This design comes from an exercise in tuning for small area, a short achievable clock period and few clock cycles on the open sky130 flow, not from production work.
At most, simulation tests tie the RTL to the original design; equivalence was not proved.

Setup of the previous run:
==> flow/design.v <==
module circle_draw(xc,yc,rad,x,y,color,color_disp,CLK50,clearn,plot,wr,ready);
	input [7:0] xc;
	input [6:0] yc;
	input [5:0] rad;
	input CLK50,clearn,plot;
	input [2:0] color;
	output [7:0] x;
	output [6:0] y;
	output [2:0] color_disp;
	output wr;
	output ready;
	function [8:0] add8;
		input [7:0] p, q;
		input ci;
		integer i;
		reg c;
		begin
			c = ci;
			for (i = 0; i < 8; i = i + 1) begin
				add8[i] = p[i] ^ q[i] ^ c;
				c = (p[i] & q[i]) | (c & (p[i] ^ q[i]));
			end
			add8[8] = c;
		end
	endfunction
	localparam IDLE = 2'b00, CLR = 2'b01, SET = 2'b10, DRW = 2'b11;
	reg [1:0] m;
	reg [7:0] xo;
	reg [6:0] yo;
	reg [2:0] col;
	reg [5:0] a, bm;
	reg [7:0] e;
	reg [2:0] ph;
	reg n1, n2, c3, c4;
	reg h, sd;
	reg [2:0] pph;
	wire qx1 = (pph[2:1] == 2'd0);
	wire qx2 = (pph[2:1] == 2'd1) | ((pph[2:1] == 2'd0) & a0);
	wire big = (rad == 6'd0) | (&rad[5:2]);
	wire [5:0] r = big ? 6'd59 : rad;
	wire [8:0] radm = add8({2'b0, rad}, 8'hff, 1'b0);
	wire [5:0] rm = big ? 6'd58 : radm[5:0];      
	wire a0 = (a == 6'd0);
	wire dec = ~e[7] | (&e[6:1]);
	wire [8:0] dd = add8({2'b0, a}, {2'b11, ~bm}, 1'b0);
	wire done = (~dd[7] & (dd[1] | dd[0])) | (&bm);
	wire [5:0] xs = ph[2] ? bm : a;
	wire [5:0] ys = ph[2] ? a : bm;
	wire xneg = ph[1];
	wire yneg = ph[0];
	wire [8:0] gxs = {xc, 1'b1} + {{2{xneg}}, xs ^ {6{xneg}}, xneg ^ ph[2]};
	wire [7:0] gys = {yc, 1'b1} + {yneg, ys ^ {6{yneg}}, yneg ^ ~ph[2]};
	wire [7:0] gx = gxs[8:1];
	wire [6:0] gy = gys[7:1];
	wire band = &yo[6:3];
	wire [7:0] yskip = {band & (pph == 3'd5), band & (pph == 3'd4), 2'b00,
	                    band & (pph == 3'd1), band & (pph == 3'd0), 2'b00};
	wire [7:0] mask = {c4 & ~a0, c4, c3 & ~a0, c3, {2{~n2 & ~a0}}, {2{~n1}}} & ~yskip;
	reg [2:0] nxt;
	reg more;
	integer k;
	always @(*) begin
		nxt = 3'd0;
		more = 1'b0;
		for (k = 7; k >= 0; k = k - 1)
			if (k > ph && mask[k]) begin
				nxt = k;
				more = 1'b1;
			end
	end
	wire set1 = qx1 & (xo == 8'd159);
	wire set2 = qx2 & (xo == 8'd0);
	wire xv = ~(xc[7] & (xc[6] | xc[5]));
	wire [7:0] q = {~xc[7:5] + 3'd5, ~xc[4:0]};    
	wire [8:0] qmb = add8(q, {2'b11, ~bm}, 1'b0);
	wire [8:0] xmb = add8(xc, {2'b11, ~bm}, 1'b0);
	wire v3 = ~xv | qmb[8];
	wire v4 = ~xv | xmb[8];
	wire [8:0] ai = add8({2'b0, a}, 8'd0, 1'b1);
	wire [8:0] bd = add8({2'b0, bm}, 8'hff, 1'b0);
	wire [7:0] eop = h ? (sd ? {1'b1, ~bm, 1'b1} : 8'd2) : {1'b0, a, 1'b1};
	wire [8:0] ens = {e, 1'b1} + {eop, h & sd};
	wire [7:0] en = ens[8:1];
	wire lfb = ~(yo[6] ^ yo[5]);
	wire clr_end = ({yo, xo} == 15'h4000);
	always @(posedge CLK50 or negedge clearn)
	begin
		if (!clearn) begin
			m <= CLR;
			xo <= 8'd0;
			yo <= 7'd0;
			col <= 3'd0;
		end else begin
			case (m)
			CLR: begin
				if (clr_end) m <= IDLE;
			end
			IDLE: begin
				if (plot) m <= SET;
			end
			SET: m <= DRW;
			default: if (done) m <= IDLE;
			endcase
			if (m == CLR) begin
				xo <= {xo[6:0], lfb};
				yo <= {yo[5:0], xo[7]};
				col <= 3'd0;
			end else begin
				xo <= gx;
				yo <= gy;
				col <= color;
			end
		end
	end
	always @(posedge CLK50)
	begin
		c3 <= v3;
		c4 <= v4;
		pph <= ph | {3{m == IDLE}};
		if (m == IDLE) begin
			a <= 6'd0;
			bm <= rm;
			e <= {2'b11, ~r};
			ph <= 3'd0;
			n1 <= 1'b0;
			n2 <= 1'b0;
			h <= 1'b0;
		end else begin
			h <= ~more;
			sd <= dec;
			if (h | ~more) e <= en;
			if (set1) n1 <= 1'b1;
			if (set2) n2 <= 1'b1;
			if (more)
				ph <= nxt;
			else begin
				ph <= n1 ? 3'd2 : 3'd0;
				a <= ai[5:0];
				if (dec) bm <= bd[5:0];
			end
		end
	end
	assign x = xo;
	assign y = yo;
	assign color_disp = col;
	assign wr = m[0];
	assign ready = ~m[1] & ~m[0];
endmodule
clock: 7.0 ns
lec_check: 0
cap_margin: 20
core_margin: 2
core_utilization: 40
place_density: 0.6
setup_slack_margin: 4.2
slew_margin: 20
standard.sh (not shown) runs the stock make flow with config.mk's settings and CLKGATE_MAP_FILE= SYNTH_SCRIPT=/design/flow/synth_recipe.tcl, a recipe that flattens the netlist after the stock synthesis.
==> flow/flow/run.sh <==
#!/bin/bash
# Standard synthesis, then the standard layout with plain buf_1 cells as the
# port buffers (the default pick is a slow delay buffer). Tool output goes
# to the logs below; each ORFS step also keeps its own log in orfs/logs.
set -euo pipefail
bash standard.sh synth > flow_synth.log 2>&1
bash standard.sh BUFFER_PORTS_ARGS="-buffer_cell sky130_fd_sc_hd__buf_1" finish > flow_layout.log 2>&1
## Diff of input files: the current run against the previous run
-- flow/design.v --
<<< the previous run, line 34
	reg n1, n2, c3, c4;
	reg h, sd;
	reg [2:0] pph;
	wire qx1 = (pph[2:1] == 2'd0);
	wire qx2 = (pph[2:1] == 2'd1) | ((pph[2:1] == 2'd0) & a0);
	wire big = (rad == 6'd0) | (&rad[5:2]);
	wire [5:0] r = big ? 6'd59 : rad;
>>> the current run, line 34
	reg n1, n2, c3, c4;
	reg h, sd;
	reg qx1, qx2;
	wire big = (rad == 6'd0) | (&rad[5:2]);
	wire [5:0] r = big ? 6'd59 : rad;
<<< the previous run, line 53
	wire [7:0] gx = gxs[8:1];
	wire [6:0] gy = gys[7:1];
	wire band = &yo[6:3];
	wire [7:0] yskip = {band & (pph == 3'd5), band & (pph == 3'd4), 2'b00,
	                    band & (pph == 3'd1), band & (pph == 3'd0), 2'b00};
	wire [7:0] mask = {c4 & ~a0, c4, c3 & ~a0, c3, {2{~n2 & ~a0}}, {2{~n1}}} & ~yskip;
	reg [2:0] nxt;
	reg more;
>>> the current run, line 51
	wire [7:0] gx = gxs[8:1];
	wire [6:0] gy = gys[7:1];
	wire [7:0] mask = {c4 & ~a0, c4, c3 & ~a0, c3, {2{~n2 & ~a0}}, {2{~n1}}};
	reg [2:0] nxt;
	reg more;
<<< the previous run, line 117
		c3 <= v3;
		c4 <= v4;
		pph <= ph | {3{m == IDLE}};
		if (m == IDLE) begin
			a <= 6'd0;
>>> the current run, line 112
		c3 <= v3;
		c4 <= v4;
		if (m == IDLE) begin
			a <= 6'd0;
<<< the previous run, line 126
			n2 <= 1'b0;
			h <= 1'b0;
		end else begin
			h <= ~more;
			sd <= dec;
			if (h | ~more) e <= en;
>>> the current run, line 120
			n2 <= 1'b0;
			h <= 1'b0;
			qx1 <= 1'b0;
			qx2 <= 1'b0;
		end else begin
			h <= ~more;
			qx1 <= (ph[2:1] == 2'd0);
			qx2 <= (ph[2:1] == 2'd1) | ((ph[2:1] == 2'd0) & a0);
			sd <= dec;
			if (h | ~more) e <= en;
--- outcome ---
The current run vs the previous run: synthesized cell count down by a few percent
Diff the previous run -> the current run | via count of the first global-routing pass | up by a few percent
Of the previous run and the current run, the higher floorplan die area belongs to the previous run.
Re compound-gate portion of the synthesized area: the current run is 2.6 points down on the previous run.
Fraction of met1 tracks used by global routing, the previous run and the current run: lower on the current run
The current run vs the previous run, pin count of the biggest net entering global routing went up by 11%.
Multiplexer share of the synthesized area: the previous run and the current run compared, higher one is the current run
[the current run] final period utilization fell 0.37 points relative to the previous run
Diff the previous run -> the current run: routed wire length decreased by about 3% relative to the old numbers; wire length on met3 rose by about 13%.
Testbench counts of the current run, summed over its fixed seeds: cycles 78,871.
Function not checked in the previous run: the RTL went through the layout flow alone.

## re-timing with driven ports
The flow's constraints put no driver on any port. The routed layouts listed below were extracted and timed again, unchanged, in two steps.
Step 1 assumes that a clkbuf_16 drives the clock port and a buf_2 every other input.
Step 2, shift: input delay + t, output delay - t, t = (earliest + latest rising clock arrival at the registers) / 2. This alone moves slack from input paths to output paths.
Three values: no drivers, after step 1, after step 2; two values: the first two.
run | shift t [ns] | setup WS [ns] | worst hold slack (ns) | latest minus earliest clock arrival (ns)
the previous run | 0.337 | 4.163 / 4.131 / 3.943 | 0.523 / 0.523 / 0.523 | 0.008 / 0.009
the current run | 0.338 | 4.189 / 4.200 / 3.862 | 0.476 / 0.476 / 0.476 | 0.008 / 0.008
After both steps every run listed still meets setup and hold. The setup slack of the current run, which loses most, moves by +0.011 ns with the drivers and by -0.327 ns with both steps.
